From an optimization exercise on the open Yosys and OpenROAD flow, aimed at small area; shortcuts taken in it are not production practice. At most, simulation tests tie the RTL to the original design; equivalence was not proved. No activity file was given, so power comes from the tool's default toggle rates. The flow treats the clock pin as an ideal source, which a real chip does not have.

==> flow/design.v (excerpt) <==
module FIFO #(
  parameter DEPTH   = 16,
  parameter DATA_W  = 32
)(
  input         wire              clk,
  input         wire              reset,
  input         wire              push_i,
  input         wire[DATA_W-1:0]  push_data_i,
  input         wire              pop_i,
  output        wire[DATA_W-1:0]  pop_data_o,
  output        wire              full_o,
  output        wire              empty_o
);
  logic [DATA_W-1:0] mem [16];   
  logic [4:0]        cnt;        
  logic              popped;     
  assign full_o  = cnt[4];
  assign empty_o = (cnt == 5'd0);
  wire push_ok = push_i & ~full_o;
  wire pop_ok  = pop_i & ~empty_o;
  wire up      = push_ok & ~pop_ok;
  wire down    = pop_ok & ~push_ok;
  logic [4:0] tog, ones, zeros;   
  always_comb begin
    ones[0]  = 1'b1;
    zeros[0] = 1'b1;
    for (int i = 1; i < 5; i++) begin
      ones[i]  = ones[i-1] & cnt[i-1];
      zeros[i] = zeros[i-1] & ~cnt[i-1];
    end
    tog = ({5{up}} & ones) | ({5{down}} & zeros);
  end
  always_ff @(posedge clk or posedge reset)
    if (reset) begin
      cnt    <= 5'd0;
      popped <= 1'b0;
    end else begin
      cnt    <= cnt ^ tog;
      popped <= pop_ok;
    end
  always_ff @(posedge clk)
    if (push_ok) begin
      mem[0] <= push_data_i;
      for (int i = 1; i < 16; i++)
        mem[i] <= mem[i-1];
    end
  logic [15:0] sel;
  always_comb
    for (int i = 0; i < 16; i++)
      sel[i] = popped & (cnt[3:0] == 4'(i));
  for (genvar b = 0; b < DATA_W; b++) begin : g_rd
    wire [5:0] t;
    wire       x;
    FIFO_aoi222 u_t0 (.a(sel[0]),  .b(mem[0][b]),  .c(sel[1]),  .d(mem[1][b]),  .e(sel[2]),  .f(mem[2][b]),  .y(t[0]));
    FIFO_aoi222 u_t1 (.a(sel[3]),  .b(mem[3][b]),  .c(sel[4]),  .d(mem[4][b]),  .e(sel[5]),  .f(mem[5][b]),  .y(t[1]));
    FIFO_aoi222 u_t2 (.a(sel[6]),  .b(mem[6][b]),  .c(sel[7]),  .d(mem[7][b]),  .e(sel[8]),  .f(mem[8][b]),  .y(t[2]));
  ...
export LEC_CHECK = 0
export CAP_MARGIN = 5
export CORE_MARGIN = 2
export CORE_UTILIZATION = 84
export SLEW_MARGIN = 5
export SYNTH_HIERARCHICAL = 1
create_clock -name core_clock -period 5.0 [get_ports {clk}]
standard.sh (not shown) runs the stock make flow with config.mk's settings and CLKGATE_MAP_FILE= SYNTH_SCRIPT=/design/flow/synth_recipe.tcl, a recipe that flattens the netlist after the stock synthesis.
==> flow/flow/run.sh <==
#!/bin/bash
set -e
export BUFFER_PORTS_ARGS="-buffer_cell sky130_fd_sc_hd__buf_1"
export CTS_ARGS="-sink_clustering_enable -repair_clock_nets -sink_clustering_size 28 -sink_clustering_max_diameter 90 -buf_list {sky130_fd_sc_hd__clkbuf_16} -root_buf sky130_fd_sc_hd__clkbuf_16 -dont_use_dummy_load"
bash standard.sh > standard.log 2>&1
The first run stopped in clock tree synthesis (4_1_cts) on DPL-0033.
Rerun with:
==> flow/flow/run.sh (replaced) <==
#!/bin/bash
set -e
export BUFFER_PORTS_ARGS="-buffer_cell sky130_fd_sc_hd__buf_1"
export CTS_ARGS="-sink_clustering_enable -repair_clock_nets -sink_clustering_size 32 -sink_clustering_max_diameter 100 -buf_list {sky130_fd_sc_hd__clkbuf_16} -root_buf sky130_fd_sc_hd__clkbuf_16 -dont_use_dummy_load"
bash standard.sh > standard.log 2>&1
CORE_UTILIZATION = 80   (was 84)
=>
- The changed run completed with no timing, DRC or antenna violations
- area after synthesis stays the same
- synthesized cell count is unchanged
No run of this note included a check of the RTL's function; only the layout flow was run.


The RTL this note starts from:
==> flow/design.v <==
module FIFO #(
  parameter DEPTH   = 16,
  parameter DATA_W  = 32
)(
  input         wire              clk,
  input         wire              reset,
  input         wire              push_i,
  input         wire[DATA_W-1:0]  push_data_i,
  input         wire              pop_i,
  output        wire[DATA_W-1:0]  pop_data_o,
  output        wire              full_o,
  output        wire              empty_o
);
  localparam AW = $clog2(DEPTH);
  logic [DATA_W-1:0] mem [DEPTH];   
  logic [AW:0]       cnt;           
  logic              popped;        
  assign full_o  = cnt[AW];
  assign empty_o = (cnt == 0);
  wire push_ok = push_i & ~full_o;
  wire pop_ok  = pop_i & ~empty_o;
  always_ff @(posedge clk or posedge reset)
    if (reset) begin
      cnt    <= '0;
      popped <= 1'b0;
    end else begin
      cnt    <= cnt + {{AW{1'b0}}, push_ok} - {{AW{1'b0}}, pop_ok};
      popped <= pop_ok;
    end
  always_ff @(posedge clk)
    if (push_ok) begin
      mem[0] <= push_data_i;
      for (int i = 1; i < DEPTH; i++)
        mem[i] <= mem[i-1];
    end
  logic [15:0] sel;
  always_comb
    for (int i = 0; i < 16; i++)
      sel[i] = popped & (cnt[AW-1:0] == AW'(i));
  for (genvar b = 0; b < DATA_W; b++) begin : g_rd
    wire [5:0] t;
    wire [1:0] u;
    FIFO_aoi222 u_t0 (.a(sel[0]),  .b(mem[0][b]),  .c(sel[1]),  .d(mem[1][b]),  .e(sel[2]),  .f(mem[2][b]),  .y(t[0]));
    FIFO_aoi222 u_t1 (.a(sel[3]),  .b(mem[3][b]),  .c(sel[4]),  .d(mem[4][b]),  .e(sel[5]),  .f(mem[5][b]),  .y(t[1]));
    FIFO_aoi222 u_t2 (.a(sel[6]),  .b(mem[6][b]),  .c(sel[7]),  .d(mem[7][b]),  .e(sel[8]),  .f(mem[8][b]),  .y(t[2]));
    FIFO_aoi222 u_t3 (.a(sel[9]),  .b(mem[9][b]),  .c(sel[10]), .d(mem[10][b]), .e(sel[11]), .f(mem[11][b]), .y(t[3]));
    FIFO_aoi222 u_t4 (.a(sel[12]), .b(mem[12][b]), .c(sel[13]), .d(mem[13][b]), .e(sel[14]), .f(mem[14][b]), .y(t[4]));
    FIFO_nand2  u_t5 (.a(sel[15]), .b(mem[15][b]), .y(t[5]));
    FIFO_nand3  u_u0 (.a(t[0]), .b(t[1]), .c(t[2]), .y(u[0]));
    FIFO_nand3  u_u1 (.a(t[3]), .b(t[4]), .c(t[5]), .y(u[1]));
    assign pop_data_o[b] = u[0] | u[1];
  end
endmodule
module FIFO_aoi222 (input wire a, b, c, d, e, f, output wire y);
  assign y = ~((a & b) | (c & d) | (e & f));
endmodule
module FIFO_nand2 (input wire a, b, output wire y);
  assign y = ~(a & b);
endmodule
module FIFO_nand3 (input wire a, b, c, output wire y);
  assign y = ~(a & b & c);
endmodule
clock: 5.0 ns
lec_check: 0
cap_margin: 20
core_margin: 2
core_utilization: 60
cts_buf_list: sky130_fd_sc_hd__clkbuf_2 sky130_fd_sc_hd__clkbuf_4 sky130_fd_sc_hd__clkbuf_8
cts_cluster_diameter: 60
cts_cluster_size: 20
slew_margin: 20
synth_hierarchical: 1
run.sh (not shown) runs the stock make flow with config.mk's settings and CLKGATE_MAP_FILE= SYNTH_SCRIPT=/design/flow/synth_recipe.tcl, a recipe that flattens the netlist after the stock synthesis.
Stock flow here: none of the scripts above is used.
The first run ran to the end with no violations.
Rerun with:
- CTS_CLUSTER_DIAMETER: 60 -> unset
- CTS_CLUSTER_SIZE: 20 -> unset
Power rises by 10%.
Fmax is about the same.
Worst setup slack degrades by 0.0084 ns.
Clock power rises by 50%.
Utilization rises by 2.6 points.
Combinational power stays flat.
Routed wire length rises by 2.5%.
Sequential share of layout area falls by 2.7 points.
Sequential cell count is unchanged.
No run of this note included a check of the RTL's function; only the layout flow was run.


## job 2677
RTL: the design.v shown in full above, as it stands there.
export LEC_CHECK = 0
export CAP_MARGIN = 20
export CORE_MARGIN = 2
export CORE_UTILIZATION = 70
export SLEW_MARGIN = 20
export SYNTH_HIERARCHICAL = 1
create_clock -name core_clock -period 5.0 [get_ports {clk}]
standard.sh (not shown) runs the stock make flow with config.mk's settings and CLKGATE_MAP_FILE= SYNTH_SCRIPT=/design/flow/synth_recipe.tcl, a recipe that flattens the netlist after the stock synthesis.
==> flow/flow/run.sh <==
#!/bin/bash
set -e
export BUFFER_PORTS_ARGS="-buffer_cell sky130_fd_sc_hd__buf_1"
export CTS_ARGS="-sink_clustering_enable -repair_clock_nets -sink_clustering_size 24 -sink_clustering_max_diameter 80 -buf_list {sky130_fd_sc_hd__clkbuf_8 sky130_fd_sc_hd__clkbuf_16} -root_buf sky130_fd_sc_hd__clkbuf_16 -dont_use_dummy_load"
bash standard.sh > standard.log 2>&1
Job 2677 reached the final stage; the timing, design-rule and antenna checks on its layout passed.
The following lists how job 6867 was set up differently from job 2677:
Settings: putting CTS_BUF_LIST at sky130_fd_sc_hd__clkbuf_4 where nothing was set; swapping 70 for 60 in CORE_UTILIZATION.
==> flow/run.sh (new file) <==
#!/bin/bash
# synth_recipe.tcl (not shown) runs the flow's synth.tcl, then flattens the netlist and writes it again
# the make line also repeats each setting of config.mk as NAME=value (left out here)
make -C /OpenROAD-flow-scripts/flow DESIGN_CONFIG=/design/flow/config.mk WORK_HOME=/design/flow/orfs CLKGATE_MAP_FILE= SYNTH_SCRIPT=/design/flow/synth_recipe.tcl finish
removed: flow/flow/run.sh
removed: flow/standard.sh
==> summary.txt <==
Job 6867 finished every stage and its layout cleared the timing, design-rule and antenna checks.
Relative to job 2677, the global-route wire length before repair measured on job 6867 has increased by a little under 10%.
Delta (job 6867 minus job 2677): worst setup slack decreased 0.13 ns, proportion of power drawn by the clock network increased 8.5 points.
Comparing job 2677 and job 6867, cell count of the worst reg-to-reg path is higher on job 6867.
In job 6867 the sequential cell area share turned out 6.2 points lower than in job 2677.
met4 as the uppermost signal routing layer after detailed routing was reported by job 6867, and met5 by job 2677.
Delta (job 6867 minus job 2677): fraction of final layout cells with drive strength greater than 1 shows an increase of 14 points; number of global-route vias before repair up 1100.
Part of the cycle the worst path needs: job 2677 and job 6867 compared, higher one is job 6867
When job 6867 is measured against job 2677, its share of the final layout cell area in multi-input gates turns out 1.1 points lower.
Setup changes, job 6867 to job 7416
Settings: CORE_UTILIZATION: 60 -> 70; CTS_BUF_LIST: sky130_fd_sc_hd__clkbuf_4 -> unset.
==> flow/flow/run.sh (new file) <==
#!/bin/bash
set -e
export BUFFER_PORTS_ARGS="-buffer_cell sky130_fd_sc_hd__buf_1"
export CTS_ARGS="-sink_clustering_enable -repair_clock_nets -sink_clustering_size 20 -sink_clustering_max_diameter 60 -buf_list {sky130_fd_sc_hd__clkbuf_4 sky130_fd_sc_hd__clkbuf_8} -root_buf sky130_fd_sc_hd__clkbuf_16 -dont_use_dummy_load"
bash standard.sh > standard.log 2>&1
==> flow/standard.sh (new file) <==
#!/bin/bash
# synth_recipe.tcl (not shown) runs the flow's synth.tcl, then flattens the netlist and writes it again
# the make line also repeats each setting of config.mk as NAME=value (left out here)
make -C /OpenROAD-flow-scripts/flow DESIGN_CONFIG=/design/flow/config.mk WORK_HOME=/design/flow/orfs CLKGATE_MAP_FILE= SYNTH_SCRIPT=/design/flow/synth_recipe.tcl "${@:-finish}"
removed: flow/run.sh
Results
- On fraction of registers with async set/reset, job 6867 tracks job 7416 almost exactly.
- On pre-CTS setup slack: job 7416 sits above job 6867.
- Compared with job 6867, job 7416 improves worst setup slack.
- Job 7416 ended with less final area than job 6867.
- Number of buffers outside the clock class in the layout (higher): job 6867
- Area of the core (lower): job 7416
- The maximum frequency from static timing analysis of job 7416 was superior to that of job 6867.
- As of job 7416, met3 routed wirelength had fallen by more than 10% compared to job 6867.
Function was not checked in any run of this note: the RTL went through the layout flow alone.


job 1692:
Another version of the RTL of FIFO (not shown whole).
Size in the first run: about 0.018 mm2 of cells after synthesis.
Design FIFO, start of the top module:
module FIFO #(
  parameter DEPTH   = 16,
  parameter DATA_W  = 32
)(
  input         wire              clk,
  input         wire              reset,
  input         wire              push_i,
  input         wire[DATA_W-1:0]  push_data_i,
  input         wire              pop_i,
  output        wire[DATA_W-1:0]  pop_data_o,
  output        wire              full_o,
  output        wire              empty_o
);
Settings: LEC_CHECK=0, CAP_MARGIN=20, CORE_MARGIN=2, CORE_UTILIZATION=80, SLEW_MARGIN=20, SYNTH_HIERARCHICAL=1; clock period 5.0 ns.
==> flow/flow/run.sh <==
#!/bin/bash
set -e
export BUFFER_PORTS_ARGS="-buffer_cell sky130_fd_sc_hd__buf_1"
export CTS_ARGS="-sink_clustering_enable -repair_clock_nets -sink_clustering_size 16 -sink_clustering_max_diameter 50 -buf_list {sky130_fd_sc_hd__clkbuf_8} -root_buf sky130_fd_sc_hd__clkbuf_16 -dont_use_dummy_load"
bash standard.sh > standard.log 2>&1
## Diff of input files: job 7551 against job 1692
Settings: a change of CAP_MARGIN from 20 to 5; a change of SLEW_MARGIN from 20 to 5; a change of CORE_UTILIZATION from 80 to 88.
==> flow/flow/run.sh <==
#!/bin/bash
set -e
export BUFFER_PORTS_ARGS="-buffer_cell sky130_fd_sc_hd__buf_1"
export CTS_ARGS="-sink_clustering_enable -repair_clock_nets -sink_clustering_size 28 -sink_clustering_max_diameter 90 -buf_list {sky130_fd_sc_hd__clkbuf_16} -root_buf sky130_fd_sc_hd__clkbuf_16 -dont_use_dummy_load"
bash standard.sh > standard.log 2>&1
Results
What ended job 7551 was a tool error in detailed placement (3_5_place_dp); the run never finished. Job 7551 vs. job 1692: placer congestion estimate higher; effective utilization at floorplan higher; number of top-level pins roughly the same.
Here is what was changed in the inputs of job 9614 compared with job 7551.
Settings: a change of CORE_UTILIZATION from 88 to 80; a change of SLEW_MARGIN from 5 to 20; a change of CAP_MARGIN from 5 to 20.
==> flow/flow/run.sh <==
#!/bin/bash
set -e
export BUFFER_PORTS_ARGS="-buffer_cell sky130_fd_sc_hd__buf_1"
export CTS_ARGS="-sink_clustering_enable -repair_clock_nets -sink_clustering_size 32 -sink_clustering_max_diameter 100 -buf_list {sky130_fd_sc_hd__clkbuf_16} -root_buf sky130_fd_sc_hd__clkbuf_16 -dont_use_dummy_load"
bash standard.sh > standard.log 2>&1
Results
Job 9614 reached the final stage; the timing, design-rule and antenna checks on its layout passed.
Comparing job 7551 against job 9614, there is no change at all in post-synthesis cell type count.
Job 9614 gives more row count than job 7551 did.
Going from job 7551 to job 9614, synthesized-area fraction occupied by adder cells closely matched the old numbers, initial core utilization dropped 7.3 points, die span in x has increased, area after synthesis did not really move, HPWL after detailed placement fell 4.8 mm.
Going from job 7551 to job 9614, global placement routability congestion shrinks by about 4%.
Setup changes, job 9614 to job 7118
==> flow/flow/run.sh <==
#!/bin/bash
set -e
export BUFFER_PORTS_ARGS="-buffer_cell sky130_fd_sc_hd__buf_1"
export CTS_ARGS="-sink_clustering_enable -repair_clock_nets -sink_clustering_size 24 -sink_clustering_max_diameter 80 -buf_list {sky130_fd_sc_hd__clkbuf_16} -root_buf sky130_fd_sc_hd__clkbuf_16 -dont_use_dummy_load"
bash standard.sh > standard.log 2>&1
## What came out
Post-route cell area on job 7118 is behind job 9614.
Job 7118 vs job 9614: non-clock buffer count up slightly
Between job 7118 and job 9614, the difference in final-layout non-clock buffer area share is negligible.
On routed length on met2, job 9614 tracks job 7118 almost exactly.
Route | job 7118 vs job 9614 | wire longer in job 7118
Total net switching power: job 7118 vs job 9614 up 0.000024 W

==> what the ideal ports hide <==
No port has a modelled driver above. Below, the same layouts with a new extraction and two added sets of constraints. Step 1 assumes that a clkbuf_16 drives the clock port and a buf_2 every other input. Step 2 adds t to the input delays and takes it off the output delays; t is the mean of the earliest and latest rising clock arrival at the registers after step 1. Input paths then give back, and output paths get back, about the clock's delay inside the block. Three values: no drivers, after step 1, after step 2; two values: the first two.
| run | t, ns | setup WS [ns] | worst setup path at the end | latest minus earliest clock arrival (ns) | worst data-port slew with drivers (ns) |
|---|---|---|---|---|---|
| the second run of note 1 | 0.577 | 0.677 / 0.628 / 1.205 | register to output | 0.066 / 0.066 | 0.05 |
| the first run of note 2 | 0.605 | 0.394 / 0.350 / 0.955 | register to output | 0.026 / 0.027 | 0.04 |
| the second run of note 2 | 0.627 | 0.386 / 0.340 / 0.968 | register to output | 0.027 / 0.027 | 0.04 |
| job 2677 | 0.586 | 0.526 / 0.479 / 1.065 | register to output | 0.039 / 0.038 | 0.04 |
| job 6867 | 0.807 | 0.397 / 0.348 / 1.155 | register to output | 0.058 / 0.058 | 0.04 |
| job 7416 | 0.531 | 0.548 / 0.500 / 1.031 | register to output | 0.049 / 0.050 | 0.04 |
| job 1692 | 0.544 | 0.876 / 0.829 / 1.374 | register to output | 0.031 / 0.031 | 0.05 |
| job 9614 | 0.579 | 0.773 / 0.725 / 1.304 | register to output | 0.067 / 0.067 | 0.05 |
| job 7118 | 0.596 | 0.708 / 0.659 / 1.255 | register to output | 0.040 / 0.040 | 0.04 |
After both steps setup and hold are still met in every run listed.
